Source: an optimization exercise on an open RTL-to-GDS flow (aim: small area). Production flows keep margins and buffers that such runs may drop. RTL that was checked went through simulation tests only; none was proved equivalent to the original. No driver is modelled on the clock port, so clock power and skew are understated where the tree is cut down; a real chip needs a root buffer or a tree.

==> flow/design.v <==
module ultrasonic(clk, rst, start, echo, trigger, timeout, led, far);
    input        clk, rst, start, echo;
    output       trigger, timeout;
    output [6:0] led;    
    output       far;    
    function ge9c;
        input [8:0] x;
        input [8:0] k;
        integer i;
        reg r;
        begin
            r = 1'b1;
            for (i = 0; i < 9; i = i + 1)
                r = k[i] ? (x[i] & r) : (x[i] | r);
            ge9c = r;
        end
    endfunction
    reg t, a, b;
    wire idle = ~t & ~a & ~b;
    wire wt   = ~a & b;
    wire meas = a & b;
    wire ok   = a & ~b;
    reg  [12:0] q;
    reg  [8:0]  r;
    wire en    = t | echo;
    wire rwrap = r[8] & r[5] & r[0];                           
    wire cwrap = q[12] & q[11] & q[10] & q[6] & r[7] & r[5];   
    wire clr   = rst | ~en | cwrap;
    reg [8:0]  r_inc;
    reg [12:0] q_inc;
    reg        cy;
    integer    i;
    always @(*) begin
        cy = 1'b1;
        for (i = 0; i < 9; i = i + 1) begin
            r_inc[i] = (r[i] ^ cy) & ~rwrap;
            cy = cy & r[i];
        end
        cy = rwrap;
        for (i = 0; i < 13; i = i + 1) begin
            q_inc[i] = q[i] ^ cy;
            cy = cy & q[i];
        end
    end
    wire       qhi  = |q[12:4];
    wire [3:0] ql   = q[3:0];
    wire       q1   = ~qhi & (ql == 4'd1);
    wire       q10  = ~qhi & (ql == 4'd10);
    wire       q11  = ~qhi & (ql == 4'd11);
    wire       ge12   = qhi | (ql >= 4'd2) | (q1 & ge9c(r, 9'd11));     
    wire       ge3000 = qhi | (ql >= 4'd12) | (q11 & ge9c(r, 9'd99));  
    wire       ge2900 = qhi | (ql >= 4'd11) | (q10 & rwrap);           
    wire       q9     = qhi | (ql >= 4'd9);
    always @(posedge clk) begin
        if (clr) begin
            q <= 13'd0;
            r <= 9'd289;
        end else begin
            q <= q_inc;
            r <= r_inc;
        end
        t <= ~rst & ((idle & start) | (t & ~ge12));
        a <= ~rst & ((wt & echo) | meas);
        b <= ~rst & ((t & ge12) | wt | (meas & echo & ~ge3000));
    end
    assign trigger = t;
    assign timeout = ok & ge3000;
    wire [3:0] dn = ge2900 ? 4'd10 : (q9 ? 4'd9 : ql);
    reg  [3:0] d;
    always @(posedge clk)
        if (rst)               d <= 4'd0;
        else if (meas & echo)  d <= dn;
    assign led[6] = d[3] & (d[1] | d[0]);             
    assign led[5] = d[3] | (d[2] & d[1] & d[0]);      
    assign led[4] = d[3] | (d[2] & d[1]);             
    assign led[3] = d[3] | (d[2] & (d[1] | d[0]));    
    assign led[2] = d[3] | d[2];                      
    assign led[1] = d[3] | d[2] | (d[1] & d[0]);      
    assign led[0] = d[3] | d[2] | d[1];               
    assign far    = d[3] & d[1];                      
endmodule
module vga(
    input clk,
    input reset,
    output video_on,
    output upper,        
    output [2:0] col,    
    output hsync,
    output vsync,
    output p_tick
    );
    function ge10c;
        input [9:0] x;
        input [9:0] k;
        integer i;
        reg r;
        begin
            r = 1'b1;
            for (i = 0; i < 10; i = i + 1)
                r = k[i] ? (x[i] & r) : (x[i] | r);
            ge10c = r;
        end
    endfunction
    reg [2:0] c;
    reg [8:0] o;
    reg [9:0] v;
    reg       hs, vs;
    wire [7:0] p = o[8:1];    
    wire cend = o[0] & ((c != 3'd7) ? ((c == 3'd6) ? (p[6] & p[4] & p[3] & p[2] & p[0])
                                                   : (p[6] & p[4] & p[3] & p[1]))
                                    : (p[7] & p[4] & p[3] & p[2] & p[1] & p[0]));
    wire hend = (c == 3'd7) & cend;
    wire vend = v[9] & v[3] & v[2];    
    reg [8:0] o_inc;
    reg [2:0] c_inc;
    reg [9:0] v_inc;
    reg       cy;
    integer   i;
    always @(*) begin
        cy = 1'b1;
        for (i = 0; i < 9; i = i + 1) begin
            o_inc[i] = o[i] ^ cy;
            cy = cy & o[i];
        end
        cy = cend;
        for (i = 0; i < 3; i = i + 1) begin
            c_inc[i] = c[i] ^ cy;
            cy = cy & c[i];
        end
        cy = hend;
        for (i = 0; i < 10; i = i + 1) begin
            v_inc[i] = v[i] ^ cy;
            cy = cy & v[i];
        end
    end
    always @(posedge clk) begin
        if (reset | cend) o <= 9'd0;
        else              o <= o_inc;
        if (reset) c <= 3'd0;
        else       c <= c_inc;
        if (reset | (hend & vend)) v <= 10'd0;
        else                       v <= v_inc;
        hs <= ~reset & ~((c == 3'd7) & ge10c({2'b0, p}, 10'd16) & ~ge10c({2'b0, p}, 10'd112));
        vs <= ~reset & ~(ge10c(v, 10'd513) & ~ge10c(v, 10'd515));
    end
    assign video_on = (c != 3'd7) & ~ge10c(v, 10'd480);
    assign upper = ~ge10c(v, 10'd412);
    assign col = c;
    assign hsync = hs;
    assign vsync = vs;
    assign p_tick = o[0];
endmodule
module pixel_generation(
    input video_on,
    input upper,
    input [2:0] col,
    output [3:0] px
    );
    wire b2 = ~col[0];
    wire b1 = upper ? ~col[2] : (col[2] & ~col[0]);
    wire b0 = upper ? ~col[1] : (col[1] & ~col[0]);
    wire g  = ~upper & (col == 3'd3);
    assign px = video_on ? {b2, b1, b0, g} : 4'd0;
endmodule
module vga_top(
    input clk,
    input rst,
    input off,
    output hsync,
    output vsync,
    output [11:0] rgb
    );
    wire       ptick, video_on, upper;
    wire [2:0] col;
    vga vc(.clk(clk), .reset(rst | off), .video_on(video_on), .upper(upper),
           .col(col), .hsync(hsync), .vsync(vsync), .p_tick(ptick));
    wire [3:0] px;
    pixel_generation pg(.video_on(video_on), .upper(upper), .col(col), .px(px));
    reg [3:0] q;    
    always @(posedge clk)
        if (rst)        q <= 4'd0;
        else if (ptick) q <= px;
    wire a2 = q[3] | q[0], a1 = q[2] | q[0], a0 = q[1] | q[0];
    assign rgb = {a2, q[3], a2, q[3], a1, q[2], a1, q[2], a0, q[1], a0, q[1]};
endmodule
module top(CLOCK_50, rst, rgb, vsync, hsync, TRIG, ECHO, LED);
    input         CLOCK_50;
    input         rst;       
    output [11:0] rgb;
    output        hsync, vsync;
    output        TRIG;
    input         ECHO;
    output [7:0]  LED;
    localparam [15:0] PING_END = 16'hb4d2;
    reg  [15:0] ping;
    wire        start = (ping == PING_END);
    wire        ping_clr = rst | start;
    always @(posedge CLOCK_50) begin
        ping[0]    <= ~(ping_clr | (ping[15] ^ ping[13] ^ ping[12] ^ ping[10]));
        ping[15:1] <= ~({15{ping_clr}} | ping[14:0]);
    end
    wire far;
    ultrasonic U1(.clk(CLOCK_50), .rst(rst), .start(start), .echo(ECHO),
                  .trigger(TRIG), .timeout(LED[7]), .led(LED[6:0]), .far(far));
    localparam [19:0] TIMER_HIT = 20'hfa6b3;
    reg  [19:0] timer;
    reg         off;
    wire        timer_clr = rst | far;
    always @(posedge CLOCK_50) begin
        timer[0]    <= ~(timer_clr | ~(timer[19] ^ timer[16]));
        timer[19:1] <= ~({19{timer_clr}} | timer[18:0]);
        off         <= ~timer_clr & (off | (timer == TIMER_HIT));
    end
    vga_top vgau(.clk(CLOCK_50), .rst(rst), .off(off),
                 .hsync(hsync), .vsync(vsync), .rgb(rgb));
endmodule
export LEC_CHECK = 0
export CAP_MARGIN = 20
export CORE_MARGIN = 2
export CORE_UTILIZATION = 40
export SLEW_MARGIN = 20
create_clock -name core_clock -period 20.0 [get_ports {CLOCK_50}]
standard.sh (not shown) runs the stock make flow with config.mk's settings and CLKGATE_MAP_FILE= SYNTH_SCRIPT=/design/flow/synth_recipe.tcl, a recipe that flattens the netlist after the stock synthesis.
==> flow/flow/run.sh <==
#!/bin/bash
# Layout flow: the standard ORFS flow (standard.sh) with these changes
#  - synthesis maps the logic with an area-oriented ABC script
#    (flow/abc_area.script, used in place of ORFS's abc_speed.script in a
#    copy of ORFS's scripts folder) and without ORFS's half/full-adder
#    extraction; everything else in synthesis is the standard script,
#  - port buffers use the smallest buffer (buf_1) instead of clkdlybuf4s50_1,
#  - the clock tree is one level of four buffers, one per cluster of
#    registers (flow/cts_manual.tcl, in place of TritonCTS's H-tree).
# Each make run writes its whole output to its own log in the work folder.
set -euo pipefail
W=$(pwd)
rm -rf "$W/scripts_area"
cp -r "$FLOW_HOME/scripts" "$W/scripts_area"
cp "$W/flow/abc_area.script" "$W/scripts_area/abc_speed.script"
bash standard.sh "SCRIPTS_DIR=$W/scripts_area" "ADDER_MAP_FILE=" synth > synth_make.log 2>&1
bash standard.sh \
  "BUFFER_PORTS_ARGS=-buffer_cell sky130_fd_sc_hd__buf_1" \
  "PRE_CTS_TCL=$W/flow/cts_manual.tcl" \
  finish > layout_make.log 2>&1
Other scripts of this flow, unchanged in this note and not shown: flow/flow/abc_area.script, flow/flow/cts_manual.tcl
Change:
--- a/flow/design.v
+++ b/flow/design.v
@@ -142,5 +142,5 @@
         else                       v <= v_inc;
         hs <= ~reset & ~((c == 3'd7) & ge10c({2'b0, p}, 10'd16) & ~ge10c({2'b0, p}, 10'd112));
-        vs <= ~reset & ~(ge10c(v, 10'd513) & ~ge10c(v, 10'd515));
+        vs <= ~reset & ~(v[9] & ~v[3] & ~v[2] & (v[1] ^ v[0]));    
     end
     assign video_on = (c != 3'd7) & ~ge10c(v, 10'd480);
@@ -176,9 +176,8 @@
            .col(col), .hsync(hsync), .vsync(vsync), .p_tick(ptick));
     wire [3:0] px;
-    pixel_generation pg(.video_on(video_on), .upper(upper), .col(col), .px(px));
+    pixel_generation pg(.video_on(video_on & ~rst), .upper(upper), .col(col), .px(px));
     reg [3:0] q;    
     always @(posedge clk)
-        if (rst)        q <= 4'd0;
-        else if (ptick) q <= px;
+        if (ptick | rst) q <= px;
     wire a2 = q[3] | q[0], a1 = q[2] | q[0], a0 = q[1] | q[0];
     assign rgb = {a2, q[3], a2, q[3], a1, q[2], a1, q[2], a0, q[1], a0, q[1]};
Result: Wire length went up by a few percent; via count rose slightly; sequential cell count stays the same; die area is higher slightly; utilization hardly moves; worst setup slack is worse by 0.10 ns; cell count decreases slightly.
For the second run of this note, only the layout was checked, not whether the RTL still works. In every run of this note, the design's own scripts or RTL, not TritonCTS, make the clock network.

==> afterwards: timing with drivers on the ports <==
In the flow no input, the clock included, has a driving cell. The finished layouts below were timed again as built, in two steps. Step 1 assumes that a clkbuf_16 drives the clock port and a buf_2 every other input. Step 2 times the ports against the registers' clock, not the clock port: input delays grow and output delays shrink by t, the midpoint of the rising clock arrivals with the driver on. a / b / c = ideal / step 1 / step 2; a / b = the first two.
| run | t (ns) | setup slack, ns | slew at the worst register clock pin (ns) |
|---|---|---|---|
| the first run | 0.210 | 14.445 / 14.361 / 14.564 | 0.10 / 0.10 |
| the second run | 0.201 | 14.343 / 14.264 / 14.464 | 0.10 / 0.10 |
After both steps every run listed still meets setup and hold.
